Source: an optimization exercise on an open RTL-to-GDS flow (aim: small area, a short achievable clock period and few clock cycles). Production flows keep margins and buffers that such runs may drop. RTL that was checked went through simulation tests only; none was proved equivalent to the original. No activity file was given, so power comes from the tool's default toggle rates.

before:
// task3
module task3(
    input [2:0] opcode,
    output reg done,
    output reg [23:0] out,
    input [7:0] in2,
    input [7:0] in1,
    input [7:0] in0,
    input clk,
    input rst
    );
==> flow/config.mk <==
export PLATFORM = sky130hd
export DESIGN_NAME = task3
export DESIGN_NICKNAME = task3
export VERILOG_FILES = /design/flow/design.v
export SDC_FILE = /design/flow/constraint.sdc
export NUM_CORES = 4
export LEC_CHECK = 0
export ABC_CLOCK_PERIOD_IN_PS = 3000
export CAP_MARGIN = 20
export CORE_MARGIN = 2
export CORE_UTILIZATION = 40
export SLEW_MARGIN = 20
==> flow/constraint.sdc <==
create_clock -name core_clock -period 12.0 [get_ports {clk}]
set_input_delay 2.4000 -clock core_clock [delete_from_list [all_inputs] [get_ports {clk}]]
set_output_delay 2.4000 -clock core_clock [all_outputs]
set_load 0.01 [all_outputs]
standard.sh (not shown) runs the stock make flow with config.mk's settings and CLKGATE_MAP_FILE= SYNTH_SCRIPT=/design/flow/synth_recipe.tcl, a recipe that flattens the netlist after the stock synthesis.
==> flow/flow/run.sh <==
#!/bin/bash
set -euo pipefail
cd "$(dirname "$0")/.."
bash standard.sh finish \
  SETUP_SLACK_MARGIN=6 \
  "BUFFER_PORTS_ARGS=-buffer_cell sky130_fd_sc_hd__buf_1" \
  > run_standard.log 2>&1
Testbench counts of before, summed over its fixed seeds: cycles 21,090.
Changes in after relative to before:
diff --git a/flow/design.v b/flow/design.v
--- a/flow/design.v
+++ b/flow/design.v
@@ -68,12 +68,14 @@
             4'd14: fz = 11'd1161;
             4'd15: fz = 11'd1333;
         endcase
     endfunction
     reg k1, k2, k3;      
     reg [7:0] areg;      
+    wire op7 = (opcode == 3'd7);
+    wire sub = (opcode == 3'd1);
     wire [7:0] mx = k3 ? out[23:16] : out[7:0];
     wire [7:0] mz = out[15:8] & {8{k3}};
     wire m_1;
     wire m_2;
     wire m_3;
     wire m_4;
@@ -269,27 +271,26 @@
     assign m_96 = (m_50 & m_70) | (m_50 & m_71) | (m_70 & m_71);
     assign m_97 = (mx[6] & areg[7]) ^ (mx[7] & areg[6]) ^ m_72;
     assign m_98 = ((mx[6] & areg[7]) & (mx[7] & areg[6])) | ((mx[6] & areg[7]) & m_72) | ((mx[7] & areg[6]) & m_72);
     wire [15:0] pa = {1'b0, (mx[7] & areg[7]), m_96, m_94, m_92, m_90, m_88, m_86, m_84, m_82, m_80, m_78, m_76, m_74, mz[1], (mx[0] & areg[0])};
     wire [15:0] pb = {1'b0, m_98, m_97, m_95, m_93, m_91, m_89, m_87, m_85, m_83, m_81, m_79, m_77, m_75, m_73, mz[0]};
     wire [15:0] prod = pa + pb;
-    wire t7 = opcode[2] & opcode[0];         
-    wire [12:0] s0 = t7 ? {2'b0, fx(in0[3:0])} : {5'd0, in0};
-    wire [12:0] s1 = (t7 ? {3'b0, gy(in1[3:0])} : {5'd0, in1}) ^ {13{opcode[0]}};
-    wire [12:0] s2 = opcode[2] ? (opcode[0] ? {2'b0, fz(in2[3:0])} : {5'd0, in2}) : 13'd0;
-    wire [12:0] sum = s0 + s1 + s2 + {12'd0, opcode[0]};
-    wire [23:0] sres = {{5{sum[12] & ~opcode[2]}}, {6{sum[12]}}, sum};
+    wire [12:0] s0 = op7 ? {2'b0, fx(in0[3:0])} : {5'd0, in0};
+    wire [12:0] s1 = op7 ? ~{3'b0, gy(in1[3:0])} : sub ? {5'h1f, ~in1} : {5'd0, in1};
+    wire [12:0] s2 = op7 ? {2'b0, fz(in2[3:0])} : (opcode == 3'd6) ? {5'd0, in2} : 13'd0;
+    wire [12:0] sum = s0 + s1 + s2 + {12'd0, sub | op7};
     reg [23:0] res;
     always @* begin
-        if (opcode[2] == opcode[1])          
-            res = sres;
-        else if (opcode == 3'd3)
-            res = {17'd0, in0[7:1]};
-        else                                 
-            res = k1 ? {8'd0, prod} : k2 ? {out[15:8], prod}
-                : k3 ? {prod, out[7:0]} : {16'd0, opcode[2] ? in0 : in1};
+        case (opcode)
+            3'd0, 3'd6: res = {14'd0, sum[9:0]};
+            3'd1:       res = {{14{sum[9]}}, sum[9:0]};
+            3'd3:       res = {17'd0, in0[7:1]};
+            3'd7:       res = {5'd0, {6{sum[12]}}, sum};
+            default:    res = k1 ? {8'd0, prod} : k2 ? {out[15:8], prod}
+                            : k3 ? {prod, out[7:0]} : {16'd0, opcode[2] ? in0 : in1};
+        endcase
     end
     wire mul = (opcode == 3'd2) | (opcode == 3'd4) | (opcode == 3'd5);
     wire last = !mul | ((opcode == 3'd5) ? k3 : k1);
     always @(posedge clk) begin
         areg <= in0;
         if (!rst) begin
### Flow results
- Compound-cell area share of the yosys netlist on after is down relative to before.
- Summary: final area, after worse than before
- Compared with before, after shows worst setup slack higher by 0.016 ns.
- On final clock period utilization by the worst path, after tracks before almost exactly.
- Diff before -> after | overall power of the completed layout | down by more than 10%
- Compared with before, in after sequential power has decreased, overall die height has decreased, post-route non-filler standard cell count has increased.
- before → after: maximum frequency from static timing analysis level; share of cells above drive strength 1 moved up; peak ir drop on the vdd network moved down.
The RTL of after was laid out without a check of its function.

========
Setup of the baseline:
task3, a different RTL version from the one above (not shown whole).
For scale: about 35 flip-flops.
// task3
module task3(
    input [2:0] opcode,
    output reg done,
    output reg [23:0] out,
    input [7:0] in2,
    input [7:0] in1,
    input [7:0] in0,
    input clk,
    input rst
    );
    function [10:0] fx; input [3:0] v;
        case (v)
            4'd0: fx = 11'd0;
            4'd1: fx = 11'd13;
            4'd2: fx = 11'd36;
            4'd3: fx = 11'd69;
            4'd4: fx = 11'd112;
            4'd5: fx = 11'd165;
            4'd6: fx = 11'd228;
            4'd7: fx = 11'd301;
            4'd8: fx = 11'd384;
            4'd9: fx = 11'd477;
            4'd10: fx = 11'd580;
            4'd11: fx = 11'd693;
            4'd12: fx = 11'd816;
            4'd13: fx = 11'd949;
            4'd14: fx = 11'd1092;
            4'd15: fx = 11'd1245;
        endcase
    endfunction
    function [9:0] gy; input [3:0] v;
        case (v)
            4'd0: gy = 10'd0;
            4'd1: gy = 10'd1;
            4'd2: gy = 10'd10;
            4'd3: gy = 10'd27;
            4'd4: gy = 10'd52;
            4'd5: gy = 10'd85;
            4'd6: gy = 10'd126;
            4'd7: gy = 10'd175;
            4'd8: gy = 10'd232;
            4'd9: gy = 10'd297;
            4'd10: gy = 10'd370;
            4'd11: gy = 10'd451;
            4'd12: gy = 10'd540;
            4'd13: gy = 10'd637;
            4'd14: gy = 10'd742;
            4'd15: gy = 10'd855;
        endcase
    endfunction
    function [10:0] fz; input [3:0] v;
        case (v)
            4'd0: fz = 11'd13;
            4'd1: fz = 11'd17;
            4'd2: fz = 11'd33;
            4'd3: fz = 11'd61;
            4'd4: fz = 11'd101;
  ...
export LEC_CHECK = 0
export ABC_CLOCK_PERIOD_IN_PS = 3000
export CAP_MARGIN = 20
export CORE_MARGIN = 2
export CORE_UTILIZATION = 40
export SLEW_MARGIN = 20
create_clock -name core_clock -period 12.0 [get_ports {clk}]
Scripts as last shown in full above: flow/flow/run.sh
Changes in the candidate relative to the baseline:
--- a/flow/design.v
+++ b/flow/design.v
@@ -63,25 +63,26 @@
             4'd9: fz = 11'd481;
             4'd10: fz = 11'd593;
             4'd11: fz = 11'd717;
             4'd12: fz = 11'd853;
             4'd13: fz = 11'd1001;
             4'd14: fz = 11'd1161;
             4'd15: fz = 11'd1333;
         endcase
     endfunction
     reg [1:0] st;        
     reg [7:0] areg;      
+    reg [7:0] breg;      
     wire op7 = (opcode == 3'd7);
     wire sub = (opcode == 3'd1);
-    wire [7:0] mx = (st == 2'd3) ? out[23:16] : out[7:0];
+    wire [7:0] mx = (st == 2'd1) ? breg : (st == 2'd2) ? out[7:0] : out[23:16];
     wire [7:0] mz = (st == 2'd3) ? out[15:8] : 8'd0;
     wire m_1;
     wire m_2;
     wire m_3;
     wire m_4;
     wire m_5;
     wire m_6;
     wire m_7;
     wire m_8;
     wire m_9;
     wire m_10;
@@ -277,31 +278,31 @@
     wire [12:0] s0 = op7 ? {2'b0, fx(in0[3:0])} : {5'd0, in0};
     wire [12:0] s1 = op7 ? ~{3'b0, gy(in1[3:0])} : sub ? {5'h1f, ~in1} : {5'd0, in1};
     wire [12:0] s2 = op7 ? {2'b0, fz(in2[3:0])} : (opcode == 3'd6) ? {5'd0, in2} : 13'd0;
     wire [12:0] sum = s0 + s1 + s2 + {12'd0, sub | op7};
     reg [23:0] res;
     always @* begin
         case (opcode)
             3'd0, 3'd6: res = {14'd0, sum[9:0]};
             3'd1:       res = {{14{sum[9]}}, sum[9:0]};
             3'd3:       res = {17'd0, in0[7:1]};
             3'd7:       res = {5'd0, {6{sum[12]}}, sum};
-            default:    res = (st == 2'd0) ? {16'd0, opcode[2] ? in0 : in1}
-                            : (st == 2'd2) ? {out[15:8], prod}
+            default:    res = (st == 2'd2) ? {out[15:8], prod}
                             : (st == 2'd3) ? {prod, out[7:0]} : {8'd0, prod};
         endcase
     end
     wire mul = (opcode == 3'd2) | (opcode == 3'd4) | (opcode == 3'd5);
     wire last = !mul | ((opcode == 3'd5) ? (st == 2'd3) : (st == 2'd1));
     always @(posedge clk) begin
         areg <= in0;
+        breg <= opcode[2] ? in0 : in1;
         if (!rst) begin
             done <= 1'b0;
             st <= 2'd0;
         end else if (!done) begin
             out <= res;
             st <= st + 2'd1;
             if (last)
                 done <= 1'b1;
         end
     end
 endmodule
Results
Looking only at setup slack, and setting everything else aside, the higher value of the baseline and the candidate goes to the candidate.
The candidate: required time of the critical path is 20 ps higher than what the baseline reported.
Cell area (the candidate vs. the baseline) decreases by a few percent
Clock network fraction of design power up 0.3 points in the candidate wrt the baseline
When the candidate is measured against the baseline, its via count turns out 421 lower.
Diff the baseline -> the candidate: area fraction in and, or, nand and nor cells after synthesis decreased by 0.71 points relative to the old numbers, combinational power share decreased by 3.9 points relative to the old numbers, cell leakage power decreased by 6.2% relative to the old numbers, number of cells on the worst hold path decreased by 1 relative to the old numbers.
From the baseline to the candidate the numbers moved as follows: transition at the pin with the smallest max-transition slack went down, relative area change from synthesis to final layout decreased 1.5 points, post-route worst hold slack shows an increase of 33 ps.
Testbench counts of the candidate, summed over its fixed seeds: cycles 21,090.
The RTL of the baseline was laid out without a check of its function.

==> separate check: timing with driven ports <==
The flow's constraints put no driver on any port. The routed layouts listed below were extracted and timed again, unchanged, in two steps.
Step 1 (the two cells are an assumption about what drives the block):
set clk [get_ports {clk}]
set_driving_cell -lib_cell sky130_fd_sc_hd__clkbuf_16 $clk
set_driving_cell -lib_cell sky130_fd_sc_hd__buf_2 [delete_from_list [all_inputs] $clk]
Step 2 moves the port delays by t, midway between the first and last clock arrival at a register: inputs arrive t later, outputs are due t later. That takes back most of the time a late clock gives input paths.
Three values: no drivers, after step 1, after step 2; two values: the first two.
run	t (ns)	slack for setup (ns)	hold WS [ns]	worst data-port slew with drivers (ns)
before	0.310	6.133 / 6.148 / 5.837	0.603 / 0.603 / 0.603	0.04
after	0.309	6.149 / 6.159 / 5.849	0.592 / 0.592 / 0.592	0.05
the baseline	0.308	6.179 / 6.194 / 5.886	0.568 / 0.568 / 0.568	0.03
the candidate	0.315	6.222 / 6.235 / 5.920	0.601 / 0.601 / 0.601	0.04
After both steps every run listed still meets setup and hold. The setup slack of the candidate, which loses most, moves by +0.013 ns with the drivers and by -0.302 ns with both steps.
